From an optimization exercise on the open Yosys and OpenROAD flow, aimed at small area, a short achievable clock period and few clock cycles; shortcuts taken in it are not production practice. At most, simulation tests tie the RTL to the original design; equivalence was not proved. Power and IR drop assume default switching activity.

==> v20 <==
// rle
module rle (
    clk,
    nreset,
    start,
    message_addr,
    message_size,
    rle_addr,
    rle_size,
    done,
    port_A_data_in,
    port_A_data_out,
    port_A_addr,
    port_A_we
    );
input   clk;
input   nreset;
input   start;
input   [31:0] message_addr;
input   [31:0] message_size;
input   [31:0] rle_addr;
input   [31:0] port_A_data_out;
output reg [31:0] port_A_data_in;
output  [15:0] port_A_addr;
output reg port_A_we;
output  [31:0] rle_size;
output  done;
reg        busy;        
reg        rnew;        
reg        dv;          
reg        dlast;       
reg [31:0] q;           
reg        qe0;         
reg        q_v;         
reg        qlast;       
reg [1:0]  qlst;        
reg [3:1]  qne;         
reg        fl;          
reg [13:0] rleft;       
reg [1:0]  lastidx;     
reg [13:0] raddr;
reg [13:0] waddr;
reg [7:0]  v;           
reg [7:0]  c;           
reg        have;        
reg [7:0]  rem_b;       
reg [7:0]  rem_rv;      
reg        rem_rc2;     
reg        rem_v;
reg        rem_2;       
reg        rem_b1;      
reg [15:0] pend;        
reg        pend_v;
reg [13:0] rsw;         
reg        odd;         
assign done = ~busy;
assign rle_size = {16'd0, rsw, odd, 1'b0};
wire [13:0] aword = port_A_we ? waddr : raddr;
assign port_A_addr = {aword, 2'b00};
wire [13:0] anext = aword + 14'd1;      
wire [31:0] x = port_A_data_out;
wire        cap = dv & ~(q_v & rem_v);
wire [1:0]  xlst = dlast ? lastidx : 2'd3;
always @(posedge clk) begin
    if (cap) begin
        q <= x;
        qe0 <= (x[7:0] == q[31:24]);
        qlast <= dlast;
        qlst <= xlst;
        qne <= {(xlst == 2'd3) & (x[31:24] != x[23:16]),
                xlst[1] & (x[23:16] != x[15:8]),
                (xlst != 2'd0) & (x[15:8] != x[7:0])};
    end
end
wire [31:0] d = q;
wire        dact = q_v & ~rem_v;             
wire        flush = fl & ~rem_v;             
wire        act = rem_v | q_v | fl;
wire [1:0]  dlst = qlst;
wire eq0 = qe0;
wire eq1 = ~qne[1];
wire eq2 = ~qne[2];
wire c255 = (c == 8'd255);
wire c254 = (c == 8'd254);
wire c253 = (c == 8'd253);
wire c252 = (c == 8'd252);
wire [3:0] dbnd;
assign dbnd[0] = have & (~eq0 | c255);
  ...
Settings: LEC_CHECK=0, CAP_MARGIN=20, CORE_MARGIN=2, CORE_UTILIZATION=60, SETUP_SLACK_MARGIN=2.0, SLEW_MARGIN=20; clock period 4.5 ns.
standard.sh (not shown) runs the stock make flow with config.mk's settings and CLKGATE_MAP_FILE= SYNTH_SCRIPT=/design/flow/synth_recipe.tcl, a recipe that flattens the netlist after the stock synthesis.
==> flow/flow/run.sh <==
#!/bin/bash
# Standard layout, with plain buf_1 cells as the port buffers and a clock
# tree of smaller buffers without dummy loads.
export BUFFER_PORTS_ARGS="-buffer_cell sky130_fd_sc_hd__buf_1"
export CTS_ARGS="-sink_clustering_enable -repair_clock_nets -buf_list {sky130_fd_sc_hd__clkbuf_4 sky130_fd_sc_hd__clkbuf_8} -dont_use_dummy_load"
bash standard.sh > standard.log 2>&1
==> v24 (differences from v20) <==
==> flow/design.v (replaced) <==
module rle (
    clk,
    nreset,
    start,
    message_addr,
    message_size,
    rle_addr,
    rle_size,
    done,
    port_A_data_in,
    port_A_data_out,
    port_A_addr,
    port_A_we
    );
input   clk;
input   nreset;
input   start;
input   [31:0] message_addr;
input   [31:0] message_size;
input   [31:0] rle_addr;
input   [31:0] port_A_data_out;
output reg [31:0] port_A_data_in;
output  [15:0] port_A_addr;
output reg port_A_we;
output  [31:0] rle_size;
output  done;
reg        busy;        
reg        rnew;        
reg        dpend;       
reg        dlast;       
reg        flush;       
reg [13:0] rleft;       
reg [1:0]  lastidx;     
reg [13:0] raddr;
reg [13:0] waddr;
reg [7:0]  v;           
reg [7:0]  c;           
reg        have;        
reg [7:0]  rem_b;       
reg [7:0]  rem_l;       
reg        rem_v;
reg        rem_2;       
reg        rem_b1;      
reg        rem_last;    
reg [15:0] pend;        
reg        pend_v;
reg [13:0] rsw;         
reg        odd;         
assign done = ~busy;
assign rle_size = {16'd0, rsw, odd, 1'b0};
wire [13:0] aword = port_A_we ? waddr : raddr;
assign port_A_addr = {aword, 2'b00};
wire [13:0] anext = aword + 14'd1;      
wire [31:0] d = port_A_data_out;
wire        dact = dpend & ~rem_v;           
wire        act = rem_v | dpend | flush;
wire [1:0]  dlst = dlast ? lastidx : 2'd3;
wire eq0 = (d[7:0]   == v);
wire eq1 = (d[15:8]  == d[7:0]);
wire eq2 = (d[23:16] == d[15:8]);
wire eq3 = (d[31:24] == d[23:16]);
wire c255 = (c == 8'd255);
wire c254 = (c == 8'd254);
wire c253 = (c == 8'd253);
wire c252 = (c == 8'd252);
wire [3:0] dbnd;
assign dbnd[0] = have & (~eq0 | c255);
assign dbnd[1] = (dlst != 2'd0) & (~eq1 | (c254 & eq0));
assign dbnd[2] = dlst[1] & (~eq2 | (c253 & eq0 & eq1));
assign dbnd[3] = (dlst == 2'd3) & (~eq3 | (c252 & eq0 & eq1 & eq2));
wire [3:0]  bnd  = rem_v ? {2'b00, rem_2 & rem_b1, 1'b1} :
                   dpend ? dbnd : {3'b000, flush};
wire [1:0]  last = rem_v ? {1'b0, rem_2} : dlst;
wire [3:0] f1, f2, f3;
assign f1[0] = bnd[0];
assign f1[1] = bnd[1] & ~bnd[0];
assign f1[2] = bnd[2] & ~bnd[1] & ~bnd[0];
assign f1[3] = bnd[3] & ~bnd[2] & ~bnd[1] & ~bnd[0];
assign f2[0] = 1'b0;
assign f2[1] = bnd[1] & bnd[0];
assign f2[2] = bnd[2] & (bnd[1] ^ bnd[0]);
assign f2[3] = bnd[3] & ((bnd[2] & ~bnd[1] & ~bnd[0]) | (~bnd[2] & (bnd[1] ^ bnd[0])));
assign f3[2] = bnd[2] & bnd[1] & bnd[0];
assign f3[3] = bnd[3] & ((bnd[2] & (bnd[1] ^ bnd[0])) | (~bnd[2] & bnd[1] & bnd[0]));
assign f3[1:0] = 2'b00;
wire nb0 = ~|bnd;
wire ge2 = (bnd[0] & bnd[1]) | (bnd[0] & bnd[2]) | (bnd[0] & bnd[3]) |
           (bnd[1] & bnd[2]) | (bnd[1] & bnd[3]) | (bnd[2] & bnd[3]);
wire nb3 = (bnd[0] & bnd[1] & bnd[2]) | (bnd[0] & bnd[1] & bnd[3]) |
           (bnd[0] & bnd[2] & bnd[3]) | (bnd[1] & bnd[2] & bnd[3]);
wire nb1 = ~nb0 & ~ge2;
wire [7:0] c1 = c + 8'd1;
wire [7:0] c2 = c + 8'd2;
wire [7:0] c3 = c + 8'd3;
wire [7:0] veff = have ? v : d[7:0];         
wire [7:0] len1 = ({8{f1[0]}} & c) | ({8{f1[1]}} & c1) |
                  ({8{f1[2]}} & c2) | ({8{f1[3]}} & c3);
wire [7:0] val2 = rem_v ? rem_b :
                  ({8{f1[0]}} & d[7:0]) | ({8{f1[1]}} & d[15:8]) |
                  ({8{f1[2]}} & d[23:16]);
reg  [1:0] len2;        
always @(*) begin
    case (bnd[2:0])
    3'b011, 3'b110: len2 = 2'd1;
    3'b101:         len2 = 2'd2;
    3'b001:         len2 = bnd[3] ? 2'd3 : 2'd1;
    3'b010:         len2 = bnd[3] ? 2'd2 : 2'd1;
    3'b100:         len2 = 2'd1;
    default:        len2 = 2'd1;
    endcase
end
wire [15:0] p1 = {veff, len1};
wire [15:0] p2 = {val2, 6'd0, len2};
reg [7:0] vlast;
always @(*) begin
    case (dlst)
    2'd0: vlast = d[7:0];
    2'd1: vlast = d[15:8];
    2'd2: vlast = d[23:16];
    default: vlast = d[31:24];
    endcase
end
wire [7:0] v_n = rem_v ? rem_l : nb3 ? (f3[2] ? d[15:8] : d[23:16]) : vlast;
reg [2:0] cs;
always @(*) begin
    if (nb3)
        cs = f3[2] ? (f2[1] ? 3'd1 : 3'd2) : (f2[2] ? 3'd1 : 3'd2);
    else if (bnd[3])
        cs = {1'b0, last == 2'd3};
    else if (bnd[2])
        cs = {1'b0, last} - 3'd1;
    else if (bnd[1])
        cs = {1'b0, last};
    else
        cs = {1'b0, last} + 3'd1;
end
wire [7:0] clast = c + {6'd0, dlst} + 8'd1;
wire [7:0] c_n = nb0 ? clast : {5'd0, cs};
wire        out = flush | ge2 | (~nb0 & pend_v);
wire [31:0] ow = pend_v ? {p1, pend} : {flush ? 16'd0 : p2, p1};
always @(posedge clk or negedge nreset) begin
    if (!nreset) begin
        busy <= 1'b0;
        rnew <= 1'b0;
        dpend <= 1'b0;
        rem_v <= 1'b0;
        flush <= 1'b0;
        port_A_we <= 1'b0;
    end else if (!busy) begin
        port_A_we <= 1'b0;
        rem_v <= 1'b0;
        dpend <= 1'b0;
        flush <= 1'b0;
        busy <= start;
        rnew <= start;
    end else begin
        port_A_we <= out;
        rnew <= ~out & (rnew ? (rleft != 14'd1) : (rleft != 14'd0));
        dpend <= rnew | (dpend & rem_v);
        rem_v <= dact & nb3;
        flush <= (dact & dlast & ~nb3) | (rem_v & rem_last);
        if (flush)
            busy <= 1'b0;
    end
end
always @(posedge clk) begin
    rem_b <= d[23:16];
    rem_l <= vlast;
    rem_2 <= f3[2] & (dlst == 2'd3);
    rem_b1 <= dbnd[3];
    rem_last <= dlast;
    port_A_data_in <= ow;
end
always @(posedge clk) begin
    if (!busy) begin
        raddr <= message_addr[15:2];
        waddr <= rle_addr[15:2];
        rleft <= message_size[15:2] + {13'd0, message_size[1:0] != 2'd0};
        lastidx <= message_size[1:0] - 2'd1;
        c <= 8'd0;
        have <= 1'b0;
        pend_v <= 1'b0;
        if (start) begin
            rsw <= 14'd0;
            odd <= 1'b0;
        end
    end else begin
        if (rnew) begin
            raddr <= anext;
            rleft <= rleft - 14'd1;
            dlast <= (rleft == 14'd1);
        end
        if (port_A_we)
            waddr <= anext;
        if (act) begin
            have <= 1'b1;
            v <= v_n;
            c <= c_n;
        end
        if (act & ~nb0)
            pend <= pend_v ? p2 : p1;
        pend_v <= pend_v ^ (act & nb1);
        rsw <= rsw + {13'd0, port_A_we} + {13'd0, flush & pend_v};
        if (flush)
            odd <= ~pend_v;
    end
end
endmodule
- CORE_UTILIZATION: 60 -> 40
- SETUP_SLACK_MARGIN: 2.0 -> 1.0
==> v11 (differences from v20) <==
--- a/flow/design.v
+++ b/flow/design.v
@@ -25,15 +25,15 @@
 output  [31:0] rle_size;
 output  done;
 reg        busy;        
 reg        rnew;        
 reg        dv;          
 reg        dlast;       
 reg [31:0] q;           
-reg        qe0;         
+reg [3:0]  qe;          
 reg        q_v;         
 reg        qlast;       
 reg [1:0]  qlst;        
 reg [3:1]  qne;         
 reg        fl;          
 reg [13:0] rleft;       
 reg [1:0]  lastidx;     
@@ -59,30 +59,32 @@
 wire [13:0] anext = aword + 14'd1;      
 wire [31:0] x = port_A_data_out;
 wire        cap = dv & ~(q_v & rem_v);
 wire [1:0]  xlst = dlast ? lastidx : 2'd3;
 always @(posedge clk) begin
     if (cap) begin
         q <= x;
-        qe0 <= (x[7:0] == q[31:24]);
+        qe <= {x[31:24] == x[23:16], x[23:16] == x[15:8],
+               x[15:8] == x[7:0], x[7:0] == q[31:24]};
         qlast <= dlast;
         qlst <= xlst;
         qne <= {(xlst == 2'd3) & (x[31:24] != x[23:16]),
                 xlst[1] & (x[23:16] != x[15:8]),
                 (xlst != 2'd0) & (x[15:8] != x[7:0])};
     end
 end
 wire [31:0] d = q;
 wire        dact = q_v & ~rem_v;             
 wire        flush = fl & ~rem_v;             
 wire        act = rem_v | q_v | fl;
 wire [1:0]  dlst = qlst;
-wire eq0 = qe0;
-wire eq1 = ~qne[1];
-wire eq2 = ~qne[2];
+wire eq0 = qe[0];
+wire eq1 = qe[1];
+wire eq2 = qe[2];
+wire eq3 = qe[3];
 wire c255 = (c == 8'd255);
 wire c254 = (c == 8'd254);
 wire c253 = (c == 8'd253);
 wire c252 = (c == 8'd252);
 wire [3:0] dbnd;
 assign dbnd[0] = have & (~eq0 | c255);
 assign dbnd[1] = qne[1] | ((dlst != 2'd0) & c254 & eq0);
- SETUP_SLACK_MARGIN: 2.0 -> 2.3
==> qor summary <==
Total non-filler cell area in the finished layout: v11 12,900 um2; v24 9880 um2; v20 11,700 um2
Clk sink count: v11 193; v24 151; v20 191
Share of the final layout cell area in sequential cells: v11 40.1%; v24 39.5%; v20 43.6%
Max stage delay on crit path: v11 0.52 ns; v24 0.60 ns; v20 0.39 ns
Area taken by flip-flops and latches: v11 5180 um2; v24 3900 um2; v20 5120 um2
Crit path time final: v11 2.48 ns; v24 3.39 ns; v20 2.56 ns
RR Startpoint: v11 qlst[1]; v24 c[2]; v20 c[1]
Post-layout nets: v11 1,345; v24 1,228; v20 1,310
Power consumption: v11 8.58 mW; v24 6.72 mW; v20 7.90 mW
Wire length per cell: v11 19.5 um; v24 15.8 um; v20 17.7 um
Number of well-tap cells placed: v11 220; v24 280; v20 220
Layout cell share with drive strength beyond 1: v11 25.5%; v24 9.52%; v20 14.1%
Share of the clock period used by the worst path after layout: v11 55.2%; v24 75.2%; v20 57.0%
Post-synthesis sequential element count: v11 193; v24 151; v20 191
Hold Slack: v11 0.314 ns; v24 0.328 ns; v20 0.334 ns
Largest voltage drop on the vdd net: v11 447 uV; v24 283 uV; v20 391 uV
Standard-cell row count: v11 47; v24 54; v20 47
First-iteration detailed-routing DRC count: v11 832; v24 403; v20 639
Layout-stage area growth over the synthesis result: v11 26.6%; v24 11.8%; v20 15.0%
Proportion of synthesized area in mux cells: v11 4.66%; v24 5.28%; v20 4.69%
Fill count: v11 1,098; v24 2,157; v20 1,312
Post-detailed-placement half-perimeter wirelength: v11 15,900 um; v24 15,400 um; v20 16,500 um
Status: v11 timing/DRC/antenna clean; v24 timing/DRC/antenna clean; v20 timing/DRC/antenna clean
Clock slew at reported path FFs: v11 0.09 ns; v24 0.06 ns; v20 0.08 ns
Testbench counts of v24, summed over its fixed seeds: cycles 6,590.
Testbench counts of v11, summed over its fixed seeds: cycles 6,649.
The RTL of v20 was laid out without a check of its function.

-- static timing again, ports no longer ideal --
Ports are ideal in the flow. The routed layouts listed here were re-timed in OpenROAD.
Step 1 (the two cells are an assumption about what drives the block):
set clk [get_ports {clk}]
set_driving_cell -lib_cell sky130_fd_sc_hd__clkbuf_16 $clk
set_driving_cell -lib_cell sky130_fd_sc_hd__buf_2 [delete_from_list [all_inputs] $clk]
Step 2 times the ports against the registers' clock, not the clock port: input delays grow and output delays shrink by t, the midpoint of the rising clock arrivals with the driver on.
a / b / c = no drivers / after step 1 / after step 2; a / b = the first two.
run | t, ns | slack for setup (ns) | latest minus earliest clock arrival (ns)
v20 | 0.497 | 1.937 / 1.921 / 1.854 | 0.038 / 0.039
v24 | 0.479 | 1.114 / 1.134 / 0.655 | 0.038 / 0.038
v11 | 0.498 | 2.017 / 1.978 / 2.007 | 0.038 / 0.038
After both steps every run listed still meets setup and hold. For v24, which loses most, drivers alone change the setup slack by +0.020 ns; drivers and shift together by -0.459 ns.
